From an optimization exercise on the open Yosys and OpenROAD flow, aimed at small area; shortcuts taken in it are not production practice.
In this exercise RTL edits were held to simulation tests only and were not proved equivalent to the original.
Power and IR drop assume default switching activity.

## design/flow/design.v

```verilog
`timescale 1ns / 1ps
module Top_module(
input clk,
input rst,
input sw,
input btnC,
input btnU,
input btnR,
output [6:0] seg,
output [3:0] an,
output [7:0] led );
wire [3:0] s1, s2, m1, m2, h1, h2;
reg hrup, minup;
wire btnCclr, btnUclr, btnRclr;
reg btnCclr_prev, btnUclr_prev, btnRclr_prev;
debounce dbC(btnC,clk, rst, btnCclr);
debounce dbU(btnU,clk, rst, btnUclr);
debounce dbR(btnR,clk, rst, btnRclr);
sevenseg_driver seg7(clk, rst, h2, h1, m2, m1, seg, an);
digital_clock clock(
    .clk(clk),
    .reset(rst),
    .en(sw),
    .rst(btnCclr),
    .hrup(hrup),
    .minup(minup),
    .s1(s1),
    .s2(s2),
    .m1(m1),
    .m2(m2),
    .h1(h1),
    .h2(h2)
);
always @(posedge clk)
begin 
if(rst)
begin
btnUclr_prev<=1'b0;
btnRclr_prev<=1'b0;
hrup<=1'b0;
minup<=1'b0;
end
else
begin
btnUclr_prev<=btnUclr;
btnRclr_prev<=btnRclr;
if(btnUclr_prev==1'b0 && btnUclr==1'b1) hrup <=1'b1; else hrup<=1'b0;
if(btnRclr_prev==1'b0 && btnRclr==1'b1) minup <=1'b1; else minup<=1'b0;
end
end
assign led[7:0]={s2,s1};
endmodule
`timescale 1ns / 1ps
module digital_clock(
input clk,
input reset,
input en,
input rst,
input hrup,
input minup,
output[3:0] s1,
output[3:0] s2,
output[3:0] m1,
output[3:0] m2,
output[3:0] h1,
output[3:0] h2
);
reg[5:0] hour, min, sec; 
reg[6:0] clkc;
localparam onesec=99;  
always @ (posedge clk)
begin
if(reset==1'b1)
begin
{hour,min,sec}<=0;
clkc<=0;
end
else if(rst==1'b1)
{hour,min,sec}<=0;
else if (minup==1'b1)
begin
if(min==6'd59)
min<=0;
else min<=min+1'd1;
end
else if(hrup ==1'b1)
begin
if(hour==23)
hour<=0;
else hour<=hour+1'd1;
end 
else if(en==1'b1)
if(clkc==onesec)
begin
clkc<=0;
if(sec==6'd59)
begin
sec<=0;
if(min==6'd59)
begin min<=0;
if(hour==6'd23)
hour<=0;
else
hour<=hour+1'd1;
end
else 
min<=min+1'd1;
end
else
sec<=sec+1'd1;
end
else
clkc<=clkc+1;
end
binarytoBCD secs(.binary({6'd0,sec}), .thos(),.huns(),.tens(s2),. ones(s1));
binarytoBCD mins(.binary({6'd0,min}), .thos(),.huns(),.tens(m2),. ones(m1));
binarytoBCD hours(.binary({6'd0,hour}), .thos(),.huns(),.tens(h2),. ones(h1));
endmodule
`timescale 1ns / 1ps
module sevenseg_driver(
input clk,
input clr,
input [3:0] in1,
input [3:0] in2,
input [3:0] in3,
input [3:0] in4,
output reg [6:0] seg,
output reg [3:0]  an
);
wire [6:0] seg1, seg2, seg3, seg4;
reg [3:0] segclk;
wire segtick = (segclk==4'b0111);
localparam LEFT=2'b00, MIDLEFT=2'b01, MIDRIGHT =2'b10, RIGHT=2'b11;
reg [1:0] state;
always@(posedge clk)
if(clr==1)
segclk<=4'b0000;
else
segclk<=segclk+1'b1;
always@(posedge clk)
begin 
if(clr==1)
begin
seg<=7'b0000000;
an<=4'b0000;
state<=LEFT;
end
else if(segtick)
begin 
case(state)
            LEFT: begin
                seg <= seg1;
                an <= 4'b0111;
                state <= MIDLEFT;
            end
            MIDLEFT: begin
                seg <= seg2;
                an <= 4'b1011;
                state <= MIDRIGHT;
            end
            MIDRIGHT: begin
                seg <= seg3;
                an <= 4'b1101;
                state <= RIGHT;
            end
            RIGHT: begin
                seg <= seg4;
                an <= 4'b1110;
                state <= LEFT;
            end
        endcase
end 
end
Decoder_7_segment a(in1,seg1);
Decoder_7_segment b(in2,seg2);
Decoder_7_segment c(in3,seg3);
Decoder_7_segment d(in4,seg4);
endmodule
`timescale 1ns / 1ps
module debounce(
input pb, clk_in, rst,
output led);
wire clk_out, tick;
wire Q1, Q2, Q2_bar;
Slow_Clock_4Hz u1(clk_in, rst, clk_out, tick);
D_FF d1(clk_in, rst, tick, pb, Q1);
D_FF d2(clk_in, rst, tick, Q1, Q2);
assign Q2_bar=~Q2;
assign led= Q1 & Q2_bar;
endmodule
`timescale 1ns / 1ps
module Slow_Clock_4Hz(
input clk_in,
input rst,
output reg clk_out,
output tick);
localparam DIV = 9;  
reg [3:0] count;
assign tick = (count==DIV) && !clk_out;
always @(posedge clk_in)
begin
if(rst)
begin
count<=0;
clk_out<=1'b0;
end
else
begin
count<=count+1;
if(count==DIV)
begin
count<=0;
clk_out<=~clk_out;
end
end
end
endmodule
`timescale 1ns / 1ps
module D_FF(
input clk,
input rst,
input en,
input D,
output reg Q
);
always@(posedge clk)
begin
if(rst)
Q<=1'b0;
else if(en)
Q<=D;
end
endmodule
`timescale 1ns / 1ps
module binarytoBCD(
input [11:0] binary,
output reg[3:0] thos,  
output reg[3:0] huns,
output reg[3:0] tens,
output reg[3:0] ones
);
reg[11:0]bcd_data;
always @(binary)
begin
bcd_data=binary;
thos=bcd_data/1000;
bcd_data=bcd_data%1000;
huns=bcd_data/100;
bcd_data=bcd_data%100;
tens= bcd_data/10;
ones=bcd_data%10;
end
endmodule
`timescale 1ns / 1ps
module Decoder_7_segment(
input [3:0] in,  
output reg [6:0] seg);  
always @(in)
begin 
case(in)
0:seg =7'b0000001; 
1:seg =7'b1001111; 
2:seg =7'b0010010;
3:seg =7'b0000110;
4:seg =7'b1001100;
5:seg =7'b0100100;
6:seg =7'b0100000;
7:seg =7'b0001111;
8:seg =7'b0000000;
9:seg =7'b0010000;
default: seg=7'b0101010;
endcase
end
endmodule
```

## design/flow/run.sh

```bash
#!/bin/bash
# synth_recipe.tcl (not shown) runs the flow's synth.tcl, then flattens the netlist and writes it again
# the make line also repeats each setting of config.mk as NAME=value (left out here)
make -C /OpenROAD-flow-scripts/flow DESIGN_CONFIG=/design/flow/config.mk WORK_HOME=/design/flow/orfs CLKGATE_MAP_FILE= SYNTH_SCRIPT=/design/flow/synth_recipe.tcl finish
```

## design/flow/config.mk

```make
export PLATFORM = sky130hd
export DESIGN_NAME = Top_module
export DESIGN_NICKNAME = Top_module
export VERILOG_FILES = /design/flow/design.v
export SDC_FILE = /design/flow/constraint.sdc
export NUM_CORES = 4
export LEC_CHECK = 0
export CAP_MARGIN = 20
export CORE_MARGIN = 2
export CORE_UTILIZATION = 40
export SLEW_MARGIN = 20
```

## design/flow/constraint.sdc

```tcl
create_clock -name core_clock -period 10.0 [get_ports {clk}]
set_input_delay 2.0000 -clock core_clock [delete_from_list [all_inputs] [get_ports {clk}]]
set_output_delay 2.0000 -clock core_clock [all_outputs]
set_load 0.01 [all_outputs]
```

==> reports/results.ini <==
[clock_network]
clock_latency_ps = 330
cts_setup_buffers = 0
clock-sinks = 67
clk_pin_slew_worst_paths_ps = 60
cts_hold_buf = 0
cts_buffers = 9
cts_tree = built
h-tree-depth = 3
cts.root.buffer_cell = clkbuf_16
cts_resized = 0
cts_buffer_depth = 2

[timing]
fmax_ghz = 0.188
min_period_ps = 5320
worstMarginPinSlew_ps = 659
hold_slack_ps = 398
setup_tns_ps = 0
rsz0062_at_grt = no
maxSlewViolCount = 0
setup_ws_ps = 4680
hold_violations = 0
clock_skew_ps = 6.93
slew_headroom_pct = 56.0
setup_violations = 0
finalCritPeriodShare_pct = 53.2

[global_routing]
use_met2_pct = 27.7
track_usage_pct = 16.2
grt_max_degree = 34
gr-total-overflow = 0
met1_usage_pct = 20.4
grt_pass1_wl_mm = 15.7
grt_pass1_vias = 3532
antenna_found_initial = 0
busiest_layer = met2
grt.met3_usage_pct = 3.70

[logic_synthesis]
synth-main-ff-cell = dfxtp_1
async_flop_share_pct = 0
synth.avg_cell_area_um2 = 8.28
synth.yosys.seq_area_share_pct = 29.7
syn_inst = 545
synth_seq_cells = 67
synth-edff-count = 0
syn-cell-area_um2 = 4510
yosysUniqueCellTypes = 71
syn-num-nets = 606
synth_warnings = 7

[detailed_routing]
drc = 0
viasPerCell = 5.24
routedWlPerCell_um = 13.0
vias = 3681
ant_nets = 0
drt_wl_total_mm = 9.16
drt_iter0_drc = 204
first_pass_iters = 4

[worst_setup_path]
slowest_stage = clkdlybuf4s50_1
path_class = flip-flop to primary output
crit_fanout = 7
cp_top_family = simple AND/OR/NAND/NOR gates
reg2reg_depth = 15
required_ps = 8000
crit_chain = or2_2 -> ha_1 -> nand3b_1 -> a22oi_1 -> nor2_1 -> mux2_2 -> nor2_1 -> mux2i_1 -> clkdlybuf4s50_1
cp_common_cell = nor2_1
endpoint_kind = primary output
start_kind = flip-flop
critPathArrivalTime_ps = 3320
critical_path_buf_inv_count = 1
cp_slowest_stage_delay_ps = 580
path_depth = 9

[cells_and_area]
drive_above_1_share_pct = 6.04
fin_nets = 619
layout_commonest_cell = nor2_1
mostFrequentLayoutCells = 73 x nor2_1, 67 x dfxtp_1, 55 x ha_1
syn2layout_area_growth_pct = 13.0
antenna_cells = 0

[hold_path]
worstHoldPathCells = 1
hold_class = flip-flop to flip-flop

[floorplan]
ios = 25
core_um2 = 10900
rows = 38
die_w_um = 110
die_h_um = 110
die_area_um2 = 12100
initial_core_util_pct = 41.2

[power_and_ir_drop]
ir_drop_uv = 108
power.density_nw_per_um2 = 115
total_leakage_power_nw = 2.02

[job]
maxCapViolCount = 0

[place]
gp_congestion = 0.877
dp_worst_setup_slack_ps = 4990
hpwl_mm = 7.05
port_buffers = 23

[outcome]
status = no timing/DRC/antenna violations

-- per-stage QoR --
stage	total power, mW	utilization [%]	instances	instance area (µm²)
final	0.586	46.6	703	5100
after global routing	0.612	46.6	703	5100
after CTS	0.594	46.6	703	5100
after detailed placement	0.304	44.1	687	4820
after global placement	0.302	44.1	687	4820
after floorplan	0.296	-	545	4510
-- metal layers --
layer	routed length [µm]	vias to the layer above
li1	-	1920
met1	4390	1704
met2	4370	46
met3	283	11
met4	110	0
met5	0	-
-- registers in the layout (all words and copies together), names as in the netlist, 6 cells and up --
name        cells
clock.min       6
clock.sec       6
seg7.seg        7
clock.hour      6
clock.clkc      7
-- worst paths after layout --
path              slack, ps                  endpoint                        from
setup reg to reg       6070  seg7.seg[3]$_SDFFE_PP0N_  clock.hour[3]$_SDFFE_PP0P_
setup / recovery       4680                    led[2]   clock.sec[3]$_SDFFE_PP0P_
hold reg to reg         400          minup$_SDFF_PP0_     btnRclr_prev$_SDFF_PP0_
hold / removal          400          minup$_SDFF_PP0_     btnRclr_prev$_SDFF_PP0_
-- cells by family after synthesis --
| family | count (synthesis) | synth area share, % |
|---|---|---|
| muxes | 13 | 3.00 |
| buffers and inverters | 58 | 5.30 |
| adders and majority gates | 57 | 15.7 |
| and+or+nand+nor | 196 | 20.7 |
| DFF | 67 | 29.7 |
| xor gates and xnor gates | 33 | 6.41 |
| other | 1 | 0.0831 |
| AOI/OAI and AO/OA | 120 | 19.0 |
-- worst register-to-register path: stages, from the launching register on --
cell,delay (ps)
dfxtp_1,530
or2_1,300
ha_1,280
and2b_1,300
nand2_1,140
a311oi_4,470
a21oi_1,120
nor2_1,350
inv_1,120
ha_1,310
nor2_1,40
o21ai_0,370
a21oi_1,130
a21oi_1,150
o21a_1,130
a21oi_1,60
-- cells in the mapped netlist, drive strengths merged, types with 6 or more instances --
library cell	number	area, µm²
nand3	18	90.1
xnor2	21	184
clkbuf	13	48.8
dfxtp	67	1340
nand2	44	165
a211oi	11	92.6
inv	36	135
ha	55	688
nor3	6	30.0
a21oi	27	139
mux2i	9	90.1
nor2b	12	75.1
nor2	73	274
o21ai	29	149
xor2	12	105
buf	9	55.0
-- area by class of cell --
cell class                      count  area, µm²
Clock inverter                      7       53.8
Tap cell                          140        175
Clock buffer                        9        225
Multi-Input combinational cell    420       2930
Timing Repair Buffer               24        238
Inverter                           36        135
Fill cell                        1076       5840
Sequential cell                    67       1340
-- report_power, final --
group / leakage, nW / switching (mW) / internal, mW
Combinational: 1.34 / 0.0119 / 0.00913
Clock: 0.140 / 0.119 / 0.169
Sequential: 0.542 / 0.00412 / 0.272

[port drivers added, routing unchanged]
The flow's constraints put no driver on any port. The routed layout listed below was extracted and timed again, unchanged, in two steps.
Step 1, drivers: a clkbuf_16 drives clk and a buf_2 each remaining input, both assumed.
Step 2 also shifts input and output timing later by t, the mid clock arrival at the registers, as if the neighbouring blocks saw the same clock.
Slacks: ideal ports / drivers / drivers and shift; pairs: ideal ports / drivers.
t (ns): 0.358
setup WS [ns]: 4.683 / 4.647 / 5.006
worst data-port slew with drivers (ns): 0.03
After both steps this run still meets setup and hold. For this run, drivers alone change the setup slack by -0.036 ns; drivers and shift together by +0.323 ns.
